Context: an optimization exercise on an open-source flow, tuned for small area, a short achievable clock period and few clock cycles per item. The choices shown serve that exercise and are no tape-out recipe. Function was checked by simulation only, so behaviour that the tests miss may differ from the original.

==> flow/design.v (outline; a module is shown in full before it is edited, if it fits) <==
// module svm_cordic_rom: 139 lines
// module svm_sqsum: 556 lines
// module svm_mac: 433 lines
// module svm_axi_wrapper: 282 lines
module svm_axi_wrapper #(
    parameter WIDTH     = 16,
    parameter N_FEATURES = 4,
    parameter N_SV      = 31,
    parameter C_S_AXIS_TDATA_WIDTH = 32,
    parameter C_M_AXIS_TDATA_WIDTH = 32
)(
    input  wire axi_clk,
    input  wire axi_reset_n,
    input  wire [C_S_AXIS_TDATA_WIDTH-1:0] s_axis_tdata,
    input  wire                            s_axis_tvalid,
    output wire                            s_axis_tready,
    input  wire                            s_axis_tlast,
    output wire [C_M_AXIS_TDATA_WIDTH-1:0] m_axis_tdata,
    output reg                             m_axis_tvalid,
    input  wire                            m_axis_tready,
    output reg                             m_axis_tlast
);
  // ...
==> flow/run.sh <==
#!/bin/bash
# synth_recipe.tcl (not shown) runs the flow's synth.tcl, then flattens the netlist and writes it again
# the make line also repeats each setting of config.mk as NAME=value (left out here)
make -C /OpenROAD-flow-scripts/flow DESIGN_CONFIG=/design/flow/config.mk WORK_HOME=/design/flow/orfs CLKGATE_MAP_FILE= SYNTH_SCRIPT=/design/flow/synth_recipe.tcl finish
==> flow/config.mk <==
export PLATFORM = sky130hd
export DESIGN_NAME = svm_axi_wrapper
export DESIGN_NICKNAME = svm_axi_wrapper
export VERILOG_FILES = /design/flow/design.v
export SDC_FILE = /design/flow/constraint.sdc
export NUM_CORES = 4
export LEC_CHECK = 0
export CAP_MARGIN = 20
export CORE_MARGIN = 2
export CORE_UTILIZATION = 40
export SLEW_MARGIN = 20
==> flow/constraint.sdc <==
create_clock -name core_clock -period 12.0 [get_ports {axi_clk}]
set_input_delay 2.4000 -clock core_clock [delete_from_list [all_inputs] [get_ports {axi_clk}]]
set_output_delay 2.4000 -clock core_clock [all_outputs]
set_load 0.01 [all_outputs]
==> results.sh, run 1 <==
export IMPL_worst_slew_pin_slew_ns=1.19
export IMPL_syn_to_final_growth_pct=11.8
export IMPL_tns_ns=0
export IMPL_cts_tree="yes"
export IMPL_syn_avg_cell_area_um2=9.56
export IMPL_setup_ws_ns=0.601
export IMPL_required_ns=12.38
export IMPL_via_count=43443
export IMPL_status="finished clean"
export IMPL_clock_sinks=498
export IMPL_synth_warnings=2
export IMPL_cts_buffer_depth=3
export IMPL_dp_hpwl_um=131000
export IMPL_wl_per_cell_um=20.9
export IMPL_cts_hold_fix_buffers=0
export IMPL_slowest_stage="mux4_2"
export IMPL_path_delay_family="compound AO/OA/AOI/OAI gates"
export IMPL_path_buf_inv=9
export IMPL_detail_route_drc_violations=0
export IMPL_multi_input_area_share_pct=59.7
export IMPL_insertedDiodeCount=4
export IMPL_nClkBuffers=67
export IMPL_yosys_mux_area_fraction_pct=2.61
export IMPL_yosysMostFrequentCell="inv_1"
export IMPL_portBuffers=41
export IMPL_holdWs_ns=0.371
export IMPL_seq_cells=498
export IMPL_synth_compound_area_share_pct=13.3
export IMPL_track_usage_pct=23.5
export IMPL_clk_share_pct=3.02
export IMPL_totalWireLength_um=168000
export IMPL_hold_viol=0
export IMPL_detail_route_antenna_nets=0
export IMPL_slew_headroom_pct=19.9
export IMPL_start_kind="flip-flop"
Testbench counts, summed over its fixed seeds: cycles 24,912, samples 256.
==> module svm_axi_wrapper, before the edit <==
module svm_axi_wrapper #(
    parameter WIDTH     = 16,
    parameter N_FEATURES = 4,
    parameter N_SV      = 31,
    parameter C_S_AXIS_TDATA_WIDTH = 32,
    parameter C_M_AXIS_TDATA_WIDTH = 32
)(
    input  wire axi_clk,
    input  wire axi_reset_n,
    input  wire [C_S_AXIS_TDATA_WIDTH-1:0] s_axis_tdata,
    input  wire                            s_axis_tvalid,
    output wire                            s_axis_tready,
    input  wire                            s_axis_tlast,
    output wire [C_M_AXIS_TDATA_WIDTH-1:0] m_axis_tdata,
    output reg                             m_axis_tvalid,
    input  wire                            m_axis_tready,
    output reg                             m_axis_tlast
);
    wire rst = ~axi_reset_n;
    reg        in_hdr;       
    reg  [1:0] wp;           
    reg  [4:0] svi;          
    reg        tl_acc;       
    reg        s_rdy;
    assign s_axis_tready = s_rdy;
    wire hs = s_axis_tvalid & s_rdy;
    wire at_last  = ~in_hdr & (wp == 2'd2) & (svi == 5'd30);
    wire pre_last = ~in_hdr & (wp == 2'd1) & (svi == 5'd30);
    reg signed [15:0] x0, x1, x2, x3;
    reg signed [15:0] rho0, rho1, rho2;
    reg [31:0] W;            
    reg        wv;           
    reg        wsec;         
    reg [31:0] A1, A2, A3;
    reg [4:0]  T1, T2, T3;   
    reg        tl1, tl2, tl3;  
    reg        zgo, z2, c1, c2, c3, ek, m0, m1, vt;
    wire [15:0] xsel_lo = (wp == 2'd0) ? x0 : x2;
    wire [15:0] xsel_hi = (wp == 2'd0) ? x1 : x3;
    wire [15:0] d_lo = xsel_lo - s_axis_tdata[15:0];
    wire [15:0] d_hi = xsel_hi - s_axis_tdata[31:16];
    wire [1:0] grp = (svi < 5'd7) ? 2'd0 : (svi < 5'd20) ? 2'd1 : 2'd2;
    reg  [1:0] cls;
    wire       mv_next;
    always @(posedge axi_clk) begin
        if (rst) begin
            in_hdr <= 1'b1;
            wp     <= 2'd0;
            svi    <= 5'd0;
            tl_acc <= 1'b0;
            wv     <= 1'b0;
            zgo    <= 1'b0;
        end else begin
            wv  <= 1'b0;
            zgo <= 1'b0;
            if (hs) begin
                if (in_hdr) begin
                    wp <= wp + 2'd1;
                    if (wp == 2'd3) begin
                        in_hdr <= 1'b0;
                        wp     <= 2'd0;
                        svi    <= 5'd0;
                    end
                    tl_acc <= tl_acc | s_axis_tlast;
                end else begin
                    if (wp == 2'd2) begin
                        wp  <= 2'd0;
                        zgo <= 1'b1;
                        if (svi == 5'd30) begin
                            in_hdr <= 1'b1;
                            tl_acc <= 1'b0;
                        end else begin
                            svi    <= svi + 5'd1;
                            tl_acc <= tl_acc | s_axis_tlast;
                        end
                    end else begin
                        wp     <= wp + 2'd1;
                        wv     <= 1'b1;
                        tl_acc <= tl_acc | s_axis_tlast;
                    end
                end
            end
        end
    end
    always @(posedge axi_clk) begin
        if (hs) begin
            if (in_hdr) begin
                case (wp)
                    2'd0: begin x0 <= s_axis_tdata[15:0]; x1 <= s_axis_tdata[31:16]; end
                    2'd1: begin x2 <= s_axis_tdata[15:0]; x3 <= s_axis_tdata[31:16]; end
                    2'd2: begin rho0 <= s_axis_tdata[15:0]; rho1 <= s_axis_tdata[31:16]; end
                    default: rho2 <= s_axis_tdata[15:0];
                endcase
            end else if (wp == 2'd2) begin
                A1  <= s_axis_tdata;
                T1  <= {svi == 5'd30, svi == 5'd7, svi == 5'd0, grp};
                tl1 <= tl_acc | s_axis_tlast;
            end else begin
                W    <= {d_hi, d_lo};
                wsec <= wp[0];
            end
        end
    end
    wire last_next = hs ? pre_last : at_last;
    always @(posedge axi_clk) begin
        if (rst) s_rdy <= 1'b1;
        else     s_rdy <= ~(last_next & mv_next);
    end
    reg  [31:0] Q;
    reg         dv;          
    wire [31:0] qsum;
    svm_sqsum u_sq (.a(W[15:0]), .b(W[31:16]), .c(wsec ? Q : 32'd0), .y(qsum));
    always @(posedge axi_clk) begin
        if (wv) Q <= qsum;
    end
    wire        zsat = ~Q[31] & (Q[30:14] > 17'd4352);
    wire [15:0] zt   = Q[29:14];
    wire [15:0] zn   = -zt;
    wire        zlo  = zsat | ($signed(zn) <= -16'sd4608);
    wire        zhi  = ~zsat & ($signed(zn) > 16'sd4560);
    wire               s0 = zt[15] | (zt == 16'd0);
    wire signed [17:0] p1 = {zt[14:0], 3'b000} + (s0 ? 18'sd17999 : -18'sd18001);
    wire               s1 = p1[17];
    wire signed [17:0] p2 = p1 + (s1 ? 18'sd8369 : -18'sd8369);
    wire               s2 = p2[17];
    wire signed [17:0] p3 = p2 + (s2 ? 18'sd4118 : -18'sd4118);
    reg  [17:0] Zp;
    reg  [2:0]  Zs3;
    reg         Zlo1, Zhi1;
    always @(posedge axi_clk) begin
        if (dv) begin
            Zp   <= p3;
            Zs3  <= {s0, s1, s2};
            Zlo1 <= zlo;
            Zhi1 <= zhi;
        end
    end
    wire               s3 = Zp[17];
    wire signed [17:0] p4 = Zp + (s3 ? 18'sd2051 : -18'sd2051);
    wire               s4 = p4[17];
    wire signed [17:0] zu = ~p4 + (s4 ? -18'sd4 : 18'sd4098);
    wire        u_neg = zu[17];
    wire        u_big = ~zu[17] & (zu[16:12] != 5'd0);
    wire [7:0]  stop  = u_neg ? 8'h00 : u_big ? 8'hff : zu[11:4];
    wire [3:0]  u4    = zu[3:0];
    reg  [2:0]  stail;
    always @(*) begin
        if (u_neg)           stail = 3'b000;
        else if (u_big)      stail = 3'b111;
        else if (u4 < 4'd3)  stail = 3'b001;
        else if (u4 < 4'd7)  stail = 3'b010;
        else if (u4 < 4'd11) stail = 3'b101;
        else if (u4 < 4'd15) stail = 3'b110;
        else                 stail = 3'b111;
    end
    reg  [15:0] Zs;          
    reg         Zlo, Zhi;
    always @(posedge axi_clk) begin
        if (z2) begin
            Zs  <= {Zs3, s3, s4, stop, stail};
            Zlo <= Zlo1;
            Zhi <= Zhi1;
        end
    end
    wire [14:0] rx;
    wire [15:0] ry;
    svm_cordic_rom u_rom (.s(Zs[15:9]), .rx(rx), .ry(ry));
    reg [14:0]        XX;
    reg signed [15:0] YY;
    reg               Xlo, Xhi;
    wire [14:0]        xi0 = c1 ? rx : XX;
    wire signed [15:0] yi0 = c1 ? ry : YY;
    function [30:0] citer;
        input [14:0]        xi;
        input signed [15:0] yi;
        input               sg;
        input [3:0]         sh;
        reg   [14:0]        xs;
        reg   signed [15:0] ys;
        begin
            xs = xi >> sh;
            ys = yi >>> sh;
            if (sg) citer = {xi + ys[14:0], yi + {1'b0, xs}};
            else    citer = {xi - ys[14:0], yi - {1'b0, xs}};
        end
    endfunction
    wire [3:0] sh0 = c1 ? 4'd7 : c2 ? 4'd10 : 4'd13;
    wire [3:0] sh1 = c1 ? 4'd8 : c2 ? 4'd11 : 4'd13;
    wire [3:0] sh2 = c1 ? 4'd9 : c2 ? 4'd12 : 4'd14;
    wire g0 = c1 ? Zs[8] : c2 ? Zs[5] : Zs[2];
    wire g1 = c1 ? Zs[7] : c2 ? Zs[4] : Zs[1];
    wire g2 = c1 ? Zs[6] : c2 ? Zs[3] : Zs[0];
    wire [30:0] it0 = citer(xi0, yi0, g0, sh0);
    wire [30:0] it1 = citer(it0[30:16], it0[15:0], g1, sh1);
    wire [30:0] it2 = citer(it1[30:16], it1[15:0], g2, sh2);
    always @(posedge axi_clk) begin
        if (c1 | c2 | c3) begin
            XX <= it2[30:16];
            YY <= it2[15:0];
        end
        if (c3) begin
            Xlo <= Zlo;
            Xhi <= Zhi;
        end
    end
    wire signed [16:0] esum  = $signed({2'b00, XX}) + YY;
    wire signed [32:0] eprod = esum * $signed(17'sd27135);
    wire [13:0]        eval  = eprod[30:17];
    reg [13:0] K;
    always @(posedge axi_clk) begin
        if (ek) K <= Xlo ? 14'd0 : Xhi ? 14'h30ee : eval;
    end
    always @(posedge axi_clk) begin
        if (rst) begin
            dv <= 1'b0; z2 <= 1'b0;
            c1 <= 1'b0; c2 <= 1'b0; c3 <= 1'b0; ek <= 1'b0;
            m0 <= 1'b0; m1 <= 1'b0; vt <= 1'b0;
        end else begin
            dv <= wv & wsec;
            z2 <= zgo;
            c1 <= z2;
            c2 <= c1;
            c3 <= c2;
            ek <= c3;
            m0 <= ek;
            m1 <= m0;
            vt <= m1 & T3[4];
        end
    end
    always @(posedge axi_clk) begin
        if (c1) begin
            A2  <= A1;
            T2  <= T1;
            tl2 <= tl1;
        end
        if (ek) begin
            A3  <= A2;
            T3  <= T2;
            tl3 <= tl2;
        end
    end
    reg [31:0] acc01, acc02, acc12;
    wire [15:0] ma    = m0 ? A3[15:0] : A3[31:16];
    wire sel01 = m0 & (T3[1:0] != 2'd2);
    wire sel12 = m1 & (T3[1:0] != 2'd0);
    wire sel02 = ~sel01 & ~sel12;
    wire init  = T3[2] | (m1 & T3[3]);
    wire signed [15:0] rsel = sel01 ? rho0 : sel02 ? rho1 : rho2;
    wire [31:0] accsel = sel01 ? acc01 : sel02 ? acc02 : acc12;
    wire [19:0] rneg = -{{4{rsel[15]}}, rsel};
    wire [31:0] opa = init ? {rneg, 12'd0} : accsel;
    wire [31:0] asum;
    svm_mac u_mac (.a(ma), .k(K), .c(opa), .y(asum));
    always @(posedge axi_clk) begin
        if (m0 | m1) begin
            if (sel01) acc01 <= asum;
            if (sel02) acc02 <= asum;
            if (sel12) acc12 <= asum;
        end
    end
    wire p01 = ~acc01[31] & (|acc01[30:0]);
    wire p02 = ~acc02[31] & (|acc02[30:0]);
    wire p12 = ~acc12[31] & (|acc12[30:0]);
    wire [1:0] v0 = {1'b0, p01} + {1'b0, p02};
    wire [1:0] v1 = {1'b0, ~p01} + {1'b0, p12};
    wire [1:0] v2 = {1'b0, ~p02} + {1'b0, ~p12};
    wire [1:0] vcls = (v0 >= v1 && v0 >= v2) ? 2'd0 :
                      (v1 >= v0 && v1 >= v2) ? 2'd1 : 2'd2;
    assign mv_next = vt | (m_axis_tvalid & ~m_axis_tready);
    always @(posedge axi_clk) begin
        if (rst) begin
            m_axis_tvalid <= 1'b0;
        end else begin
            m_axis_tvalid <= mv_next;
        end
        if (vt) begin
            cls          <= vcls;
            m_axis_tlast <= tl3;
        end
    end
    assign m_axis_tdata = {30'd0, cls};
endmodule
==> inputs of run 2 (changes only) <==
--- a/flow/design.v
+++ b/flow/design.v
@@ -137,6 +137,273 @@
         endcase
     end
 endmodule
+module svm_emul (
+    input  wire [14:0] x,
+    input  wire [15:0] y,
+    output wire [30:0] p
+);
+    wire t0 = x[0] ^ y[0];
+    wire t1 = x[0] & y[0];
+    wire t2 = x[1] ^ y[1];
+    wire t3 = x[1] & y[1];
+    wire t4 = x[2] ^ y[2];
+    wire t5 = x[2] & y[2];
+    wire t6 = x[3] ^ y[3];
+    wire t7 = x[3] & y[3];
+    wire t8 = x[4] ^ y[4];
+    wire t9 = x[4] & y[4];
+    wire t10 = x[5] ^ y[5];
+    wire t11 = x[5] & y[5];
+    wire t12 = x[6] ^ y[6];
+    wire t13 = x[6] & y[6];
+    wire t14 = x[7] ^ y[7];
+    wire t15 = x[7] & y[7];
+    wire t16 = x[8] ^ y[8];
+    wire t17 = x[8] & y[8];
+    wire t18 = x[9] ^ y[9];
+    wire t19 = x[9] & y[9];
+    wire t20 = x[0] ^ y[0] ^ x[2];
+    wire t21 = (x[0] & y[0]) | (x[0] & x[2]) | (y[0] & x[2]);
+    wire t22 = t0 ^ x[1] ^ y[1];
+    wire t23 = (t0 & x[1]) | (t0 & y[1]) | (x[1] & y[1]);
+    wire t24 = x[3] ^ y[3] ^ x[5];
+    wire t25 = (x[3] & y[3]) | (x[3] & x[5]) | (y[3] & x[5]);
+    wire t26 = t1 ^ t2 ^ x[2];
+    wire t27 = (t1 & t2) | (t1 & x[2]) | (t2 & x[2]);
+    wire t28 = y[2] ^ x[4] ^ y[4];
+    wire t29 = (y[2] & x[4]) | (y[2] & y[4]) | (x[4] & y[4]);
+    wire t30 = x[6] ^ y[6];
+    wire t31 = x[6] & y[6];
+    wire t32 = t3 ^ t4 ^ x[3];
+    wire t33 = (t3 & t4) | (t3 & x[3]) | (t4 & x[3]);
+    wire t34 = y[3] ^ x[5] ^ y[5];
+    wire t35 = (y[3] & x[5]) | (y[3] & y[5]) | (x[5] & y[5]);
+    wire t36 = x[7] ^ y[7] ^ 1'b1;
+    wire t37 = (x[7] & y[7]) | (x[7] & 1'b1) | (y[7] & 1'b1);
+    wire t38 = t5 ^ t6 ^ x[4];
+    wire t39 = (t5 & t6) | (t5 & x[4]) | (t6 & x[4]);
+    wire t40 = y[4] ^ x[6] ^ y[6];
+    wire t41 = (y[4] & x[6]) | (y[4] & y[6]) | (x[6] & y[6]);
+    wire t42 = x[8] ^ y[8] ^ 1'b1;
+    wire t43 = (x[8] & y[8]) | (x[8] & 1'b1) | (y[8] & 1'b1);
+    wire t44 = t7 ^ t8 ^ x[5];
+    wire t45 = (t7 & t8) | (t7 & x[5]) | (t8 & x[5]);
+    wire t46 = y[5] ^ x[7] ^ y[7];
+    wire t47 = (y[5] & x[7]) | (y[5] & y[7]) | (x[7] & y[7]);
+    wire t48 = x[9] ^ y[9] ^ 1'b1;
+    wire t49 = (x[9] & y[9]) | (x[9] & 1'b1) | (y[9] & 1'b1);
+    wire t50 = t9 ^ t10 ^ x[6];
+    wire t51 = (t9 & t10) | (t9 & x[6]) | (t10 & x[6]);
+    wire t52 = y[6] ^ x[8] ^ y[8];
+    wire t53 = (y[6] & x[8]) | (y[6] & y[8]) | (x[8] & y[8]);
+    wire t54 = x[10] ^ y[10] ^ 1'b1;
+    wire t55 = (x[10] & y[10]) | (x[10] & 1'b1) | (y[10] & 1'b1);
+    wire t56 = t11 ^ t12 ^ x[7];
+    wire t57 = (t11 & t12) | (t11 & x[7]) | (t12 & x[7]);
+    wire t58 = y[7] ^ x[9] ^ y[9];
+    wire t59 = (y[7] & x[9]) | (y[7] & y[9]) | (x[9] & y[9]);
+    wire t60 = x[11] ^ y[11] ^ 1'b1;
+    wire t61 = (x[11] & y[11]) | (x[11] & 1'b1) | (y[11] & 1'b1);
+    wire t62 = t13 ^ t14 ^ x[8];
+    wire t63 = (t13 & t14) | (t13 & x[8]) | (t14 & x[8]);
+    wire t64 = y[8] ^ x[10] ^ y[10];
+    wire t65 = (y[8] & x[10]) | (y[8] & y[10]) | (x[10] & y[10]);
+    wire t66 = x[12] ^ y[12] ^ 1'b1;
+    wire t67 = (x[12] & y[12]) | (x[12] & 1'b1) | (y[12] & 1'b1);
+    wire t68 = t15 ^ t16 ^ x[9];
+    wire t69 = (t15 & t16) | (t15 & x[9]) | (t16 & x[9]);
+    wire t70 = y[9] ^ x[11] ^ y[11];
+    wire t71 = (y[9] & x[11]) | (y[9] & y[11]) | (x[11] & y[11]);
+    wire t72 = x[13] ^ y[13] ^ 1'b1;
+    wire t73 = (x[13] & y[13]) | (x[13] & 1'b1) | (y[13] & 1'b1);
+    wire t74 = t17 ^ t18 ^ x[10];
+    wire t75 = (t17 & t18) | (t17 & x[10]) | (t18 & x[10]);
+    wire t76 = y[10] ^ x[12] ^ y[12];
+    wire t77 = (y[10] & x[12]) | (y[10] & y[12]) | (x[12] & y[12]);
+    wire t78 = x[14] ^ y[14] ^ 1'b1;
+    wire t79 = (x[14] & y[14]) | (x[14] & 1'b1) | (y[14] & 1'b1);
+    wire t80 = t19 ^ x[10] ^ y[10];
+    wire t81 = (t19 & x[10]) | (t19 & y[10]) | (x[10] & y[10]);
+    wire t82 = x[11] ^ y[11] ^ x[13];
+    wire t83 = (x[11] & y[11]) | (x[11] & x[13]) | (y[11] & x[13]);
+    wire t84 = y[13] ^ ~y[15];
+    wire t85 = y[13] & ~y[15];
+    wire t86 = x[11] ^ y[11] ^ x[12];
+    wire t87 = (x[11] & y[11]) | (x[11] & x[12]) | (y[11] & x[12]);
+    wire t88 = y[12] ^ x[14] ^ y[14];
+    wire t89 = (y[12] & x[14]) | (y[12] & y[14]) | (x[14] & y[14]);
+    wire t90 = x[12] ^ y[12];
+    wire t91 = x[12] & y[12];
+    wire t92 = x[0] ^ y[0] ^ x[2];
+    wire t93 = (x[0] & y[0]) | (x[0] & x[2]) | (y[0] & x[2]);
+    wire t94 = x[1] ^ y[1] ^ x[3];
+    wire t95 = (x[1] & y[1]) | (x[1] & x[3]) | (y[1] & x[3]);
+    wire t96 = y[3] ^ ~x[12];
+    wire t97 = y[3] & ~x[12];
+    wire t98 = t20 ^ y[2] ^ x[4];
+    wire t99 = (t20 & y[2]) | (t20 & x[4]) | (y[2] & x[4]);
+    wire t100 = y[4] ^ ~x[13] ^ ~y[13];
+    wire t101 = (y[4] & ~x[13]) | (y[4] & ~y[13]) | (~x[13] & ~y[13]);
+    wire t102 = t21 ^ t22 ^ t24;
+    wire t103 = (t21 & t22) | (t21 & t24) | (t22 & t24);
+    wire t104 = y[5] ^ ~x[14] ^ ~y[14];
+    wire t105 = (y[5] & ~x[14]) | (y[5] & ~y[14]) | (~x[14] & ~y[14]);
+    wire t106 = t23 ^ t25 ^ t26;
+    wire t107 = (t23 & t25) | (t23 & t26) | (t25 & t26);
+    wire t108 = t28 ^ t30 ^ y[15];
+    wire t109 = (t28 & t30) | (t28 & y[15]) | (t30 & y[15]);
+    wire t110 = t27 ^ t29 ^ t31;
+    wire t111 = (t27 & t29) | (t27 & t31) | (t29 & t31);
+    wire t112 = t32 ^ t34 ^ t36;
+    wire t113 = (t32 & t34) | (t32 & t36) | (t34 & t36);
+    wire t114 = t33 ^ t35 ^ t37;
+    wire t115 = (t33 & t35) | (t33 & t37) | (t35 & t37);
+    wire t116 = t38 ^ t40 ^ t42;
+    wire t117 = (t38 & t40) | (t38 & t42) | (t40 & t42);
+    wire t118 = t39 ^ t41 ^ t43;
+    wire t119 = (t39 & t41) | (t39 & t43) | (t41 & t43);
+    wire t120 = t44 ^ t46 ^ t48;
+    wire t121 = (t44 & t46) | (t44 & t48) | (t46 & t48);
+    wire t122 = t45 ^ t47 ^ t49;
+    wire t123 = (t45 & t47) | (t45 & t49) | (t47 & t49);
+    wire t124 = t50 ^ t52 ^ t54;
+    wire t125 = (t50 & t52) | (t50 & t54) | (t52 & t54);
+    wire t126 = t51 ^ t53 ^ t55;
+    wire t127 = (t51 & t53) | (t51 & t55) | (t53 & t55);
+    wire t128 = t56 ^ t58 ^ t60;
+    wire t129 = (t56 & t58) | (t56 & t60) | (t58 & t60);
+    wire t130 = t57 ^ t59 ^ t61;
+    wire t131 = (t57 & t59) | (t57 & t61) | (t59 & t61);
+    wire t132 = t62 ^ t64 ^ t66;
+    wire t133 = (t62 & t64) | (t62 & t66) | (t64 & t66);
+    wire t134 = t63 ^ t65 ^ t67;
+    wire t135 = (t63 & t65) | (t63 & t67) | (t65 & t67);
+    wire t136 = t68 ^ t70 ^ t72;
+    wire t137 = (t68 & t70) | (t68 & t72) | (t70 & t72);
+    wire t138 = t69 ^ t71 ^ t73;
+    wire t139 = (t69 & t71) | (t69 & t73) | (t71 & t73);
+    wire t140 = t74 ^ t76 ^ t78;
+    wire t141 = (t74 & t76) | (t74 & t78) | (t76 & t78);
+    wire t142 = t75 ^ t77 ^ t79;
+    wire t143 = (t75 & t77) | (t75 & t79) | (t77 & t79);
+    wire t144 = t80 ^ t82 ^ t84;
+    wire t145 = (t80 & t82) | (t80 & t84) | (t82 & t84);
+    wire t146 = t81 ^ t83 ^ t85;
+    wire t147 = (t81 & t83) | (t81 & t85) | (t83 & t85);
+    wire t148 = t86 ^ t88 ^ 1'b1;
+    wire t149 = (t86 & t88) | (t86 & 1'b1) | (t88 & 1'b1);
+    wire t150 = t87 ^ t89 ^ t90;
+    wire t151 = (t87 & t89) | (t87 & t90) | (t89 & t90);
+    wire t152 = x[13] ^ y[13] ^ ~y[15];
+    wire t153 = (x[13] & y[13]) | (x[13] & ~y[15]) | (y[13] & ~y[15]);
+    wire t154 = t91 ^ x[13] ^ y[13];
+    wire t155 = (t91 & x[13]) | (t91 & y[13]) | (x[13] & y[13]);
+    wire t156 = x[14] ^ y[14] ^ 1'b1;
+    wire t157 = (x[14] & y[14]) | (x[14] & 1'b1) | (y[14] & 1'b1);
+    wire t158 = x[14] ^ y[14];
+    wire t159 = x[14] & y[14];
+    wire t160 = x[0] ^ y[0];
+    wire t161 = x[0] & y[0];
+    wire t162 = x[1] ^ y[1] ^ ~x[10];
+    wire t163 = (x[1] & y[1]) | (x[1] & ~x[10]) | (y[1] & ~x[10]);
+    wire t164 = t92 ^ y[2] ^ ~x[11];
+    wire t165 = (t92 & y[2]) | (t92 & ~x[11]) | (y[2] & ~x[11]);
+    wire t166 = t93 ^ t94 ^ t96;
+    wire t167 = (t93 & t94) | (t93 & t96) | (t94 & t96);
+    wire t168 = t95 ^ t97 ^ t98;
+    wire t169 = (t95 & t97) | (t95 & t98) | (t97 & t98);
+    wire t170 = t99 ^ t101 ^ t102;
+    wire t171 = (t99 & t101) | (t99 & t102) | (t101 & t102);
+    wire t172 = t103 ^ t105 ^ t106;
+    wire t173 = (t103 & t105) | (t103 & t106) | (t105 & t106);
+    wire t174 = t107 ^ t109 ^ t110;
+    wire t175 = (t107 & t109) | (t107 & t110) | (t109 & t110);
+    wire t176 = t111 ^ t113 ^ t114;
+    wire t177 = (t111 & t113) | (t111 & t114) | (t113 & t114);
+    wire t178 = t115 ^ t117 ^ t118;
+    wire t179 = (t115 & t117) | (t115 & t118) | (t117 & t118);
+    wire t180 = t119 ^ t121 ^ t122;
+    wire t181 = (t119 & t121) | (t119 & t122) | (t121 & t122);
+    wire t182 = t123 ^ t125 ^ t126;
+    wire t183 = (t123 & t125) | (t123 & t126) | (t125 & t126);
+    wire t184 = t127 ^ t129 ^ t130;
+    wire t185 = (t127 & t129) | (t127 & t130) | (t129 & t130);
+    wire t186 = t131 ^ t133 ^ t134;
+    wire t187 = (t131 & t133) | (t131 & t134) | (t133 & t134);
+    wire t188 = t135 ^ t137 ^ t138;
+    wire t189 = (t135 & t137) | (t135 & t138) | (t137 & t138);
+    wire t190 = t139 ^ t141 ^ t142;
+    wire t191 = (t139 & t141) | (t139 & t142) | (t141 & t142);
+    wire t192 = t143 ^ t145 ^ t146;
+    wire t193 = (t143 & t145) | (t143 & t146) | (t145 & t146);
+    wire t194 = t147 ^ t149 ^ t150;
+    wire t195 = (t147 & t149) | (t147 & t150) | (t149 & t150);
+    wire t196 = t151 ^ t153 ^ t154;
+    wire t197 = (t151 & t153) | (t151 & t154) | (t153 & t154);
+    wire t198 = t155 ^ t157 ^ t158;
+    wire t199 = (t155 & t157) | (t155 & t158) | (t157 & t158);
+    wire t200 = ~x[1] ^ ~y[1];
+    wire t201 = ~x[1] & ~y[1];
+    wire t202 = ~x[2] ^ ~y[2];
+    wire t203 = ~x[2] & ~y[2];
+    wire t204 = ~x[3] ^ ~y[3];
+    wire t205 = ~x[3] & ~y[3];
+    wire t206 = ~x[4] ^ ~y[4];
+    wire t207 = ~x[4] & ~y[4];
+    wire t208 = ~x[5] ^ ~y[5];
+    wire t209 = ~x[5] & ~y[5];
+    wire t210 = ~x[6] ^ ~y[6];
+    wire t211 = ~x[6] & ~y[6];
+    wire t212 = ~x[7] ^ ~y[7];
+    wire t213 = ~x[7] & ~y[7];
+    wire t214 = ~x[8] ^ ~y[8];
+    wire t215 = ~x[8] & ~y[8];
+    wire t216 = t160 ^ ~x[9] ^ ~y[9];
+    wire t217 = (t160 & ~x[9]) | (t160 & ~y[9]) | (~x[9] & ~y[9]);
+    wire t218 = t161 ^ t162 ^ ~y[10];
+    wire t219 = (t161 & t162) | (t161 & ~y[10]) | (t162 & ~y[10]);
+    wire t220 = t163 ^ t164 ^ ~y[11];
+    wire t221 = (t163 & t164) | (t163 & ~y[11]) | (t164 & ~y[11]);
+    wire t222 = t165 ^ t166 ^ ~y[12];
+    wire t223 = (t165 & t166) | (t165 & ~y[12]) | (t166 & ~y[12]);
+    wire t224 = t167 ^ t168 ^ t100;
+    wire t225 = (t167 & t168) | (t167 & t100) | (t168 & t100);
+    wire t226 = t169 ^ t170 ^ t104;
+    wire t227 = (t169 & t170) | (t169 & t104) | (t170 & t104);
+    wire t228 = t171 ^ t172 ^ t108;
+    wire t229 = (t171 & t172) | (t171 & t108) | (t172 & t108);
+    wire t230 = t173 ^ t174 ^ t112;
+    wire t231 = (t173 & t174) | (t173 & t112) | (t174 & t112);
+    wire t232 = t175 ^ t176 ^ t116;
+    wire t233 = (t175 & t176) | (t175 & t116) | (t176 & t116);
+    wire t234 = t177 ^ t178 ^ t120;
+    wire t235 = (t177 & t178) | (t177 & t120) | (t178 & t120);
+    wire t236 = t179 ^ t180 ^ t124;
+    wire t237 = (t179 & t180) | (t179 & t124) | (t180 & t124);
+    wire t238 = t181 ^ t182 ^ t128;
+    wire t239 = (t181 & t182) | (t181 & t128) | (t182 & t128);
+    wire t240 = t183 ^ t184 ^ t132;
+    wire t241 = (t183 & t184) | (t183 & t132) | (t184 & t132);
+    wire t242 = t185 ^ t186 ^ t136;
+    wire t243 = (t185 & t186) | (t185 & t136) | (t186 & t136);
+    wire t244 = t187 ^ t188 ^ t140;
+    wire t245 = (t187 & t188) | (t187 & t140) | (t188 & t140);
+    wire t246 = t189 ^ t190 ^ t144;
+    wire t247 = (t189 & t190) | (t189 & t144) | (t190 & t144);
+    wire t248 = t191 ^ t192 ^ t148;
+    wire t249 = (t191 & t192) | (t191 & t148) | (t192 & t148);
+    wire t250 = t193 ^ t194 ^ t152;
+    wire t251 = (t193 & t194) | (t193 & t152) | (t194 & t152);
+    wire t252 = t195 ^ t196 ^ t156;
+    wire t253 = (t195 & t196) | (t195 & t156) | (t196 & t156);
+    wire t254 = t197 ^ t198 ^ ~y[15];
+    wire t255 = (t197 & t198) | (t197 & ~y[15]) | (t198 & ~y[15]);
+    wire t256 = t199 ^ t159 ^ ~y[15];
+    wire t257 = (t199 & t159) | (t199 & ~y[15]) | (t159 & ~y[15]);
+    wire [30:0] r0 = {t257, t255, t253, t251, t249, t247, t245, t243, t241, t239, t237, t235, t233, t231, t229, t227, t225, t223, t221, t219, t217, t215, t213, t211, t209, t207, t205, t203, t201, t200, ~x[0]};
+    wire [30:0] r1 = {1'b1, t256, t254, t252, t250, t248, t246, t244, t242, t240, t238, t236, t234, t232, t230, t228, t226, t224, t222, t220, t218, t216, t214, t212, t210, t208, t206, t204, t202, 1'b1, ~y[0]};
+    assign p = r0 + r1;
+endmodule
 module svm_sqsum (
     input  wire [15:0] a,
     input  wire [15:0] b,
@@ -1157,19 +1424,15 @@
     wire pre_last = ~in_hdr & (wp == 2'd1) & (svi == 5'd30);
     reg signed [15:0] x0, x1, x2, x3;
     reg signed [15:0] rho0, rho1, rho2;
+    reg [31:0] A1, A2;
+    reg [31:0] A3;
+    reg [4:0]  T1, T2, T3;   
+    reg        tl1, tl2, tl3;  
     reg [31:0] W;            
     reg        wv;           
     reg        wsec;         
-    reg [31:0] A1, A2, A3;
-    reg [4:0]  T1, T2, T3;   
-    reg        tl1, tl2, tl3;  
-    reg        zgo, z2, c1, c2, c3, ek, m0, m1, vt;
-    wire [15:0] xsel_lo = (wp == 2'd0) ? x0 : x2;
-    wire [15:0] xsel_hi = (wp == 2'd0) ? x1 : x3;
-    wire [15:0] d_lo = xsel_lo - s_axis_tdata[15:0];
-    wire [15:0] d_hi = xsel_hi - s_axis_tdata[31:16];
+    reg        dv, zgo, z2, c1, c2, c3, ek, m0, m1, vt;
     wire [1:0] grp = (svi < 5'd7) ? 2'd0 : (svi < 5'd20) ? 2'd1 : 2'd2;
-    reg  [1:0] cls;
     wire       mv_next;
     always @(posedge axi_clk) begin
         if (rst) begin
@@ -1211,6 +1474,10 @@
             end
         end
     end
+    wire [15:0] xsel_lo = wp[0] ? x2 : x0;
+    wire [15:0] xsel_hi = wp[0] ? x3 : x1;
+    wire [15:0] d_lo = xsel_lo - s_axis_tdata[15:0];
+    wire [15:0] d_hi = xsel_hi - s_axis_tdata[31:16];
     always @(posedge axi_clk) begin
         if (hs) begin
             if (in_hdr) begin
@@ -1236,7 +1503,6 @@
         else     s_rdy <= ~(last_next & mv_next);
     end
     reg  [31:0] Q;
-    reg         dv;          
     wire [31:0] qsum;
     svm_sqsum u_sq (.a(W[15:0]), .b(W[31:16]), .c(wsec ? Q : 32'd0), .y(qsum));
     always @(posedge axi_clk) begin
@@ -1282,23 +1548,27 @@
         else if (u4 < 4'd15) stail = 3'b110;
         else                 stail = 3'b111;
     end
-    reg  [15:0] Zs;          
+    wire [14:0] rx;
+    wire [15:0] ry;
+    svm_cordic_rom u_rom (.s({Zs3, s3, s4, stop[7:6]}), .rx(rx), .ry(ry));
+    reg  [8:0]  Zs;          
     reg         Zlo, Zhi;
+    reg  [14:0] RX;
+    reg  [15:0] RY;
     always @(posedge axi_clk) begin
+        RX <= rx;
+        RY <= ry;
         if (z2) begin
-            Zs  <= {Zs3, s3, s4, stop, stail};
+            Zs  <= {stop[5:0], stail};
             Zlo <= Zlo1;
             Zhi <= Zhi1;
         end
     end
-    wire [14:0] rx;
-    wire [15:0] ry;
-    svm_cordic_rom u_rom (.s(Zs[15:9]), .rx(rx), .ry(ry));
     reg [14:0]        XX;
     reg signed [15:0] YY;
     reg               Xlo, Xhi;
-    wire [14:0]        xi0 = c1 ? rx : XX;
-    wire signed [15:0] yi0 = c1 ? ry : YY;
+    wire [14:0]        xi0 = c1 ? RX : XX;
+    wire signed [15:0] yi0 = c1 ? RY : YY;
     function [30:0] citer;
         input [14:0]        xi;
         input signed [15:0] yi;
@@ -1323,21 +1593,18 @@
     wire [30:0] it1 = citer(it0[30:16], it0[15:0], g1, sh1);
     wire [30:0] it2 = citer(it1[30:16], it1[15:0], g2, sh2);
     always @(posedge axi_clk) begin
-        if (c1 | c2 | c3) begin
-            XX <= it2[30:16];
-            YY <= it2[15:0];
-        end
+        XX <= it2[30:16];
+        YY <= it2[15:0];
         if (c3) begin
             Xlo <= Zlo;
             Xhi <= Zhi;
         end
     end
-    wire signed [16:0] esum  = $signed({2'b00, XX}) + YY;
-    wire signed [32:0] eprod = esum * $signed(17'sd27135);
-    wire [13:0]        eval  = eprod[30:17];
+    wire [30:0] eprod;
+    svm_emul u_emul (.x(XX), .y(YY), .p(eprod));
     reg [13:0] K;
     always @(posedge axi_clk) begin
-        if (ek) K <= Xlo ? 14'd0 : Xhi ? 14'h30ee : eval;
+        if (ek) K <= Xlo ? 14'd0 : Xhi ? 14'h30ee : eprod[30:17];
     end
     always @(posedge axi_clk) begin
         if (rst) begin
@@ -1369,11 +1636,12 @@
         end
     end
     reg [31:0] acc01, acc02, acc12;
+    wire [4:0]  tg    = T3;
     wire [15:0] ma    = m0 ? A3[15:0] : A3[31:16];
-    wire sel01 = m0 & (T3[1:0] != 2'd2);
-    wire sel12 = m1 & (T3[1:0] != 2'd0);
+    wire sel01 = m0 & (tg[1:0] != 2'd2);
+    wire sel12 = m1 & (tg[1:0] != 2'd0);
     wire sel02 = ~sel01 & ~sel12;
-    wire init  = T3[2] | (m1 & T3[3]);
+    wire init  = tg[2] | (m1 & tg[3]);
     wire signed [15:0] rsel = sel01 ? rho0 : sel02 ? rho1 : rho2;
     wire [31:0] accsel = sel01 ? acc01 : sel02 ? acc02 : acc12;
     wire [19:0] rneg = -{{4{rsel[15]}}, rsel};
@@ -1387,6 +1655,7 @@
             if (sel12) acc12 <= asum;
         end
     end
+    reg  [1:0] cls;
     wire p01 = ~acc01[31] & (|acc01[30:0]);
     wire p02 = ~acc02[31] & (|acc02[30:0]);
     wire p12 = ~acc12[31] & (|acc12[30:0]);
==> results.sh, run 2 <==
export IMPL_fin_util_pct=43.6
export IMPL_status="finished clean"
export IMPL_slowest_stage="a221oi_4"
export IMPL_num_rows=134
export IMPL_gr_total_overflow=0
export IMPL_critPathMaxStageDelay_ns=0.47
export IMPL_synthFlopType="edfxtp_1"
export IMPL_drv_cap=0
export IMPL_via_count=40865
export IMPL_wl_per_cell_um=21.8
export IMPL_post_route_cell_area_um2=58100
export IMPL_grt_pass1_vias=41254
export IMPL_reg2reg_slack_ns=0.94
export IMPL_fin_skew_ns=0.0246
export IMPL_cts_buffer_depth=3
export IMPL_die_area_um2=137000
export IMPL_cp_end_kind="flip-flop"
export IMPL_totalWireLength_um=161000
export IMPL_max_freq_ghz=0.0904
export IMPL_syn_inst=5609
export IMPL_placed_cell_area_um2=56000
export IMPL_final_cell_mix="inv_1, fa_1, nor2_1"
export IMPL_cp_common_cell="o21ai_0"
export IMPL_detail_route_drc_violations=0
export IMPL_die_x_um=370
export IMPL_clockRootBuffer="clkbuf_16"
export IMPL_start_kind="flip-flop"
export IMPL_setup_ws_ns=0.941
export IMPL_synth_compound_area_share_pct=13.7
export IMPL_synth_top_family_by_area="adder cells"
export IMPL_fill_cells=12993
export IMPL_critical_path_class="reg2reg"
export IMPL_worst_slew_pin_slew_ns=1.11
export IMPL_crit_fanout=12
export IMPL_min_period_ns=11.06
export IMPL_setup_viol=0
export IMPL_synth_xor_area_share_pct=4.88
export IMPL_die_h_um=370
export IMPL_synth_adder_area_share_pct=29.5
export IMPL_synth_top_cell_area_share_pct=24.5
export IMPL_required_ns=12.56
export IMPL_pre_cts_ws_ns=0.675
export IMPL_grt_pass1_wl_um=249000
export IMPL_track_usage_pct=23.6
export IMPL_synth_seq_cells=522
export IMPL_syn_area_um2=53700
export IMPL_yosys_mux_area_fraction_pct=2.42
export IMPL_syn_avg_cell_area_um2=9.57
export IMPL_clock_sinks=522
export IMPL_portBuffers=41
export IMPL_io_pin_count=72
export IMPL_dp_hpwl_um=123000
export IMPL_drive_above_1_share_pct=6.41
export IMPL_synth_simple_area_share_pct=14.4
export IMPL_synth_area_leaders="edfxtp_1, fa_1, ha_1"
export IMPL_yosys_cell_types_count=114
export IMPL_finalNetCount=6555
export IMPL_cts_made_buffers=59
export IMPL_clk_pin_slew_ns=0.06
export IMPL_tns_ns=0
export IMPL_core_area_um2=133000
export IMPL_mostFrequentLayoutCell="inv_1"
export IMPL_yosysMostFrequentCell="inv_1"
export IMPL_cts_htree_levels=2
export IMPL_syn_to_final_growth_pct=8.29
export IMPL_synth_warnings=2
export IMPL_synth_common_cells="inv_1, fa_1, nor2_1, edfxtp_1, ha_1"
export IMPL_clock_latency_ns=0.65
export IMPL_yosysSeqAreaShare_pct=27.6
export IMPL_grt_setup_unrepaired="no"
export IMPL_antenna_found_initial=25
export IMPL_drtIter0Drc=3341
export IMPL_hold_viol=0
export IMPL_worst_ep_arrival_time_ns=11.62
export IMPL_async_flop_share_pct=0
export IMPL_viasPerCell=5.53
export IMPL_drtPass1Iterations=6
export IMPL_worstHoldPathType="reg2reg"
export IMPL_slew_headroom_pct=26.0
export IMPL_slew_violations=0
export IMPL_synth_edf_count=438
export IMPL_grt_start_max_net_pins=134
export IMPL_final_period_utilization_pct=92.2
export IMPL_detail_route_antenna_nets=0
export IMPL_start_util_pct=40.3
export IMPL_gp_congestion=1.03
export IMPL_synth_largest_area_cell="edfxtp_1"
export IMPL_cts_tree="yes"
-- run 2: layer usage --
layer  vias up  part of all wire (%)  wire, µm  track usage (%)
met4         8                   4.5      7180             10.1
met2      1338                    47     76000             39.1
met5         -                 0.033        53                0
met1     20326                    43     68600             30.8
met3       336                   5.7      9120             3.45
li1      18857                     -         -                -
-- run 2: final timing paths --
kind | startpoint | to | cells after the start
setup / recovery | c2$_SDFF_PN0_ | XX[14]$_DFF_P_ | 55
hold / removal | A1[16]$_DFFE_PP_ | A2[16]$_DFFE_PP_ | 0
setup reg to reg | c2$_SDFF_PN0_ | XX[14]$_DFF_P_ | 55
hold reg to reg | A1[16]$_DFFE_PP_ | A2[16]$_DFFE_PP_ | 0
-- run 2: area by class of cell --
cell class / instances / area (µm²) / share of cell area, %
Sequential cell: 522 / 14800 / 25.5
Timing Repair Buffer: 125 / 1070 / 1.84
Multi-Input combinational cell: 4087 / 35000 / 60.3
Tap cell: 1768 / 2210 / 3.81
Clock buffer: 73 / 1640 / 2.81
Antenna cell: 15 / 37.5 / 0.0646
Clock inverter: 35 / 414 / 0.712
Inverter: 770 / 2890 / 4.97
-- run 2: kinds of logic after synthesis --
logic type,after synthesis
AOI/OAI and AO/OA,1124
xor gates and xnor gates,293
adders and majority gates,953
buffers and inverters,1029
DFF,522
muxes,123
other,2
and+or+nand+nor,1563
-- run 2: per-stage QoR --
step | hold WS, ns | instances
floorplan | 0.400 | 5638
global placement | 0.400 | 7271
detailed placement | 0.405 | 7271
CTS | 0.410 | 7379
global route | 0.421 | 7393
finish | 0.410 | 7395
-- run 2: worst max-delay path: cells and delay by family, from the launching register on --
| family | cells | cell delay, ns |
|---|---|---|
| muxes | 1 | 0.24 |
| xor gates and xnor gates | 4 | 0.68 |
| AOI/OAI and AO/OA | 28 | 5.88 |
| and+or+nand+nor | 14 | 1.90 |
| adders and majority gates | 5 | 1.33 |
| buffers and inverters | 3 | 0.47 |
| DFF | 1 | 0.46 |
-- run 2: what timing repair did --
action                                  in CTS  in global routing
hold buffers                                 0                  0
gates resized for setup                      0                  7
setup buffers                                0                  1
endpoints found under the setup margin       0                  7
Testbench counts of run 2, summed over its fixed seeds: cycles 24,912, samples 256.
==> inputs of run 3 (changes only) <==
--- a/flow/config.mk
+++ b/flow/config.mk
@@ -5,6 +5,7 @@
 export SDC_FILE = /design/flow/constraint.sdc
 export NUM_CORES = 4
 export LEC_CHECK = 0
+export ABC_AREA = 1
 export CAP_MARGIN = 20
 export CORE_MARGIN = 2
 export CORE_UTILIZATION = 40
==> results.sh, run 3 <==
export IMPL_status="finished clean"
export IMPL_detail_route_drc_violations=0
export IMPL_placed_cell_area_um2=55400
export IMPL_hold_viol=0
export IMPL_worstHoldPathType="reg2reg"
export IMPL_gr_total_overflow=0
export IMPL_yosys_cell_types_count=78
export IMPL_die_x_um=368
export IMPL_syn_to_final_growth_pct=8.18
export IMPL_grt_start_max_net_pins=63
export IMPL_fin_skew_ns=0.0394
export IMPL_start_kind="flip-flop"
export IMPL_die_h_um=368
export IMPL_num_rows=133
export IMPL_clock_latency_ns=0.65
export IMPL_track_usage_pct=23.2
export IMPL_grt_pass1_wl_um=244000
export IMPL_clockRootBuffer="clkbuf_16"
export IMPL_via_count=41842
export IMPL_synth_top_cell_area_share_pct=24.8
export IMPL_totalWireLength_um=157000
export IMPL_viasPerCell=5.19
export IMPL_grt_use_met1_pct=31.2
export IMPL_tns_ns=0
export IMPL_cts_resized=0
export IMPL_die_area_um2=136000
export IMPL_synth_warnings=2
export IMPL_worst_ep_arrival_time_ns=10.30
export IMPL_cts_tree="yes"
export IMPL_io_pin_count=72
export IMPL_mostFrequentLayoutCell="inv_1"
export IMPL_grt_pass1_vias=41952
export IMPL_insertedDiodeCount=0
export IMPL_syn_avg_cell_area_um2=8.48
export IMPL_cp_common_cell="nand2_1"
export IMPL_core_area_um2=132000
export IMPL_syn_inst=6260
export IMPL_grt_use_met3_pct=2.47
export IMPL_clock_sinks=522
export IMPL_path_delay_family="simple AND/OR/NAND/NOR gates"
export IMPL_setup_viol=0
export IMPL_synth_seq_cells=522
export IMPL_pre_cts_ws_ns=2.20
export IMPL_cp_end_kind="flip-flop"
export IMPL_synthFlopType="edfxtp_1"
export IMPL_synth_common_cells="inv_1, nand2_1, nor2_1, fa_1, edfxtp_1"
export IMPL_yosysSeqAreaShare_pct=27.9
export IMPL_drtIter0Drc=3324
export IMPL_detail_route_antenna_nets=0
export IMPL_setup_ws_ns=2.09
export IMPL_use_met2_pct=38.1
export IMPL_critical_path_class="reg2reg"
export IMPL_gp_congestion=1.01
export IMPL_drtPass1Iterations=6
export IMPL_grt_setup_unrepaired="no"
export IMPL_final_cell_mix="inv_1, nand2_1, nor2_1"
export IMPL_async_flop_share_pct=0
export IMPL_syn_area_um2=53100
export IMPL_yosysMostFrequentCell="inv_1"
export IMPL_min_period_ns=9.91
export IMPL_start_util_pct=40.3
export IMPL_slew_headroom_pct=22.8
export IMPL_dp_hpwl_um=125000
export IMPL_drive_above_1_share_pct=4.98
export IMPL_fill_cells=13039
export IMPL_cts_setup_buffers=0
export IMPL_path_buf_inv=7
export IMPL_cts_hold_fix_buffers=0
export IMPL_critPathMaxStageDelay_ns=0.59
export IMPL_drv_cap=0
export IMPL_slowest_stage="and2_1"
export IMPL_required_ns=12.39
export IMPL_finalNetCount=7249
export IMPL_slew_violations=0
export IMPL_worst_slew_pin_slew_ns=1.15
export IMPL_cts_buffer_depth=3
export IMPL_crit_fanout=17
export IMPL_synth_largest_area_cell="edfxtp_1"
export IMPL_cts_htree_levels=2
export IMPL_wl_per_cell_um=19.5
export IMPL_post_route_cell_area_um2=57500
export IMPL_synth_edf_count=438
export IMPL_grt_busiest_layer="met2"
export IMPL_antenna_found_initial=2
export IMPL_synth_area_leaders="edfxtp_1, fa_1, ha_1"
export IMPL_cts_made_buffers=59
export IMPL_max_freq_ghz=0.101
export IMPL_portBuffers=41
export IMPL_clk_pin_slew_ns=0.06
export IMPL_final_period_utilization_pct=82.6
-- run 3: cells by family after synthesis --
kind of cell	Yosys count	share of synthesized area, %
flops	522	27.9
buf+inv	1429	10.5
xor+xnor	282	4.66
other cells	2	0.0141
compound gates	882	9.45
simple gates	2187	17.6
fa+ha+maj	953	29.9
mux	3	0.0589
-- run 3: path summary, 6_finish.rpt --
path | start | to | slack [ns] | depth (start not counted)
max | Q[14]$_DFFE_PP_ | Zp[13]$_DFFE_PP_ | 2.09 | 53
min reg2reg | A2[8]$_DFFE_PP_ | A3[8]$_DFFE_PP_ | 0.41 | 0
min | A2[8]$_DFFE_PP_ | A3[8]$_DFFE_PP_ | 0.41 | 0
max reg2reg | Q[14]$_DFFE_PP_ | Zp[13]$_DFFE_PP_ | 2.09 | 53
-- run 3: metrics by stage --
stage	hold WS, ns	util (%)	cells
after floorplan	0.390	-	6289
after global placement	0.401	42.1	7951
after detailed placement	0.405	42.1	7952
after CTS	0.406	43.6	8062
after global routing	0.411	43.6	8063
final	0.412	43.6	8063
-- run 3: cell type report --
cell class                 count  area (µm²)  share of cell area, %
multi-input combinational   4338       32900                   57.3
timing repair buffer          99         878                   1.53
clock inverter                39         424                  0.738
inverter                    1239        4650                   8.10
tap                         1755        2200                   3.82
sequential                   522       14800                   25.8
clock buffer                  71        1560                   2.72
-- run 3: per-layer routing --
layer  wire length, µm  vias to the layer above  share of wire (%)
met2             73400                     1314                 47
li1                  -                    19887                  -
met3              8870                      331                5.6
met4              6870                        4                4.4
met1             68200                    20306                 43
met5                19                        -              0.012

[static timing again, ports no longer ideal]
The flow's constraints put no driver on any port. The routed layouts listed below were extracted and timed again, unchanged, in two steps. Step 1 sets driving cells, clkbuf_16 on the clock port and buf_2 on the other inputs (assumed; they add their load-dependent delay and slew). Step 2 adds t to the input delays and takes it off the output delays; t is the mean of the earliest and latest rising clock arrival at the registers after step 1. Input paths then give back, and output paths get back, about the clock's delay inside the block. Three values: ideal ports, drivers, drivers and shift; two values: the first two.
run	t (ns)	setup slack, ns	worst setup path after step 2	clock arrival spread, ns	pins driven straight from the clock port
run 1	0.740	0.601 / 0.601 / 0.601	register to register	0.054 / 0.055	1
run 2	0.713	0.941 / 0.941 / 0.941	register to register	0.026 / 0.026	1
run 3	0.713	2.091 / 2.091 / 2.091	register to register	0.040 / 0.040	1
After both steps every run listed still meets setup and hold.
